Background: an optimization exercise with open tools, aiming at small area. Do not read the settings as production practice. Only simulation tests tie the RTL to the original design; equivalence was not proved. No activity file was given, so power comes from the tool's default toggle rates.

==> flow/design.v (excerpt) <==
module Solve(clk, rst, halt, prepare, start, next, switcher, sw2, auto, keep, length, now, debug, dataput, dataput2, wrong, solved, fakeclick, score, wwmodi, ready
, wfresh, wcolorp, wBLOn, nnote0, wnotex, wnotey, wperc, endpass);
==> flow/config.mk <==
export PLATFORM = sky130hd
export DESIGN_NAME = Solve
export DESIGN_NICKNAME = Solve
export VERILOG_FILES = /design/flow/design.v
export SDC_FILE = /design/flow/constraint.sdc
export NUM_CORES = 4
export LEC_CHECK = 0
export CAP_MARGIN = 20
export CORE_MARGIN = 2
export CORE_UTILIZATION = 40
export SLEW_MARGIN = 20
export SYNTH_MEMORY_MAX_BITS = 65536
==> flow/constraint.sdc <==
create_clock -name core_clock -period 10.0 [get_ports {clk}]
set_input_delay 2.0000 -clock core_clock [delete_from_list [all_inputs] [get_ports {clk}]]
set_output_delay 2.0000 -clock core_clock [all_outputs]
set_load 0.01 [all_outputs]
standard.sh (not shown) runs the stock make flow with config.mk's settings and CLKGATE_MAP_FILE= SYNTH_SCRIPT=/design/flow/synth_recipe.tcl, a recipe that flattens the netlist after the stock synthesis.
==> flow/flow/run.sh <==
#!/bin/bash
# Standard layout, with the port buffers made of the smallest buffer cell
# and a clock tree of smaller buffers without dummy loads.
export BUFFER_PORTS_ARGS="-buffer_cell sky130_fd_sc_hd__buf_1"
export GPL_KEEP_OVERFLOW=0
export CTS_ARGS='-sink_clustering_enable -repair_clock_nets -dont_use_dummy_load -buf_list {sky130_fd_sc_hd__clkbuf_4 sky130_fd_sc_hd__clkbuf_8} -sink_clustering_size 12 -sink_clustering_max_diameter 40'
bash standard.sh > standard.log 2>&1
The first run went through all stages and came out clean.
Rerun with:
==> flow/flow/run.sh (replaced) <==
#!/bin/bash
# Standard layout, with the port buffers made of the smallest buffer cell
# and a clock tree of smaller buffers without dummy loads.
export BUFFER_PORTS_ARGS="-buffer_cell sky130_fd_sc_hd__buf_1"
export CTS_ARGS="-sink_clustering_enable -repair_clock_nets -dont_use_dummy_load -buf_list sky130_fd_sc_hd__clkbuf_8 -sink_clustering_size 16"
bash standard.sh > standard.log 2>&1
The changed run completed with no timing, DRC or antenna violations.
Global-route usage came out higher by 1.2 points.
Worst setup slack gains 14 ps.
Synthesized cell count stays the same.
Synthesized area does not change.
Power came out higher by 1.5%.
Hold slack gains 21 ps.
Rerun with:
==> flow/flow/run.sh (replaced) <==
#!/bin/bash
# Standard layout, with the port buffers made of the smallest buffer cell
# and a clock tree of smaller buffers without dummy loads.
export BUFFER_PORTS_ARGS="-buffer_cell sky130_fd_sc_hd__buf_1"
export GPL_KEEP_OVERFLOW=0
export CTS_ARGS="-sink_clustering_enable -repair_clock_nets -dont_use_dummy_load -buf_list sky130_fd_sc_hd__clkbuf_8 -sink_clustering_size 30 -sink_clustering_max_diameter 120"
bash standard.sh > standard.log 2>&1
The new run finished with timing, DRC and antenna clean.
Design area came out lower by 1.8%.
Final cell count came out lower by 2.4%.
Die area is unchanged.
Via count came out lower by 1.1%.
Worst setup slack loses 14 ps.
Rerun with:
==> flow/flow/run.sh (replaced) <==
#!/bin/bash
# Standard layout, with the port buffers made of the smallest buffer cell
# and a clock tree of smaller buffers without dummy loads.
export BUFFER_PORTS_ARGS="-buffer_cell sky130_fd_sc_hd__buf_1"
export GPL_KEEP_OVERFLOW=0
export CTS_ARGS="-sink_clustering_enable -repair_clock_nets -dont_use_dummy_load -buf_list sky130_fd_sc_hd__clkbuf_8 -sink_clustering_size 16"
bash standard.sh > standard.log 2>&1
After rerunning: Count of clock-buffer cells in the layout is unchanged. Sequential share of layout area stays the same. Sequential power barely changes. First-iteration DRC count stays the same. Setup slack does not change. Clock power barely changes. Worst hold slack does not change. Non-clock buffer count is unchanged.
Rerun with:
Settings changed: ABC_AREA from default to 1, CORE_UTILIZATION 40 to 60.
What happened:
- The new run passed the timing, design-rule and antenna checks
- cell count is higher by about 5%
- combinational power rose by about 80%
- die area decreases by about 34%
- global-route usage came out higher by 14 points
- fmax increases by about 1.7%
- total power goes up by 42%
- non-clock buffer count shrinks by 10
- sequential share of layout area came out higher by 0.80 points
Rerun with:
Settings changed: CORE_UTILIZATION 60 to 40.
The changed run passed the timing, design-rule and antenna checks.
Synthesized cell count is unchanged.
Global-route usage is lower by 11 points.
First-iteration DRC count is lower by 37%.
Power barely changes.
Sequential power went down by about 1%.
Final area rises by 1.4%.
Core utilization falls by 20 points.
Via count goes down by 3.4%.
Sequential cell count does not change.
Final cell count grows by 5.6%.
Sequential share of layout area decreases by 0.33 points.

==> port drivers added, routing unchanged <==
No port has a modelled driver above. Below, the same layouts with a new extraction and two added sets of constraints.
Step 1 sets driving cells, clkbuf_16 on the clock port and buf_2 on the other inputs (assumed; they add their load-dependent delay and slew).
Step 2 also shifts input and output timing later by t, the mid clock arrival at the registers, as if the neighbouring blocks saw the same clock.
Three values: ideal ports, drivers, drivers and shift; two values: the first two.
| run | shift t [ns] | slack for setup (ns) | worst hold slack (ns) |
|---|---|---|---|
| the first run | 0.490 | 0.239 / 0.218 / 0.108 | 0.463 / 0.463 / 0.463 |
| the second run | 0.475 | 0.253 / 0.233 / 0.143 | 0.484 / 0.484 / 0.484 |
| the third run | 0.490 | 0.239 / 0.218 / 0.108 | 0.463 / 0.463 / 0.463 |
| the fourth run | 0.490 | 0.239 / 0.218 / 0.108 | 0.463 / 0.463 / 0.463 |
| the fifth run | 0.482 | 0.406 / 0.356 / 0.231 | 0.449 / 0.449 / 0.449 |
| the sixth run | 0.487 | 0.413 / 0.371 / 0.522 | 0.448 / 0.448 / 0.448 |
After both steps setup and hold are still met in every run listed. For the fifth run, which loses most, drivers alone change the setup slack by -0.050 ns; drivers and shift together by -0.175 ns.
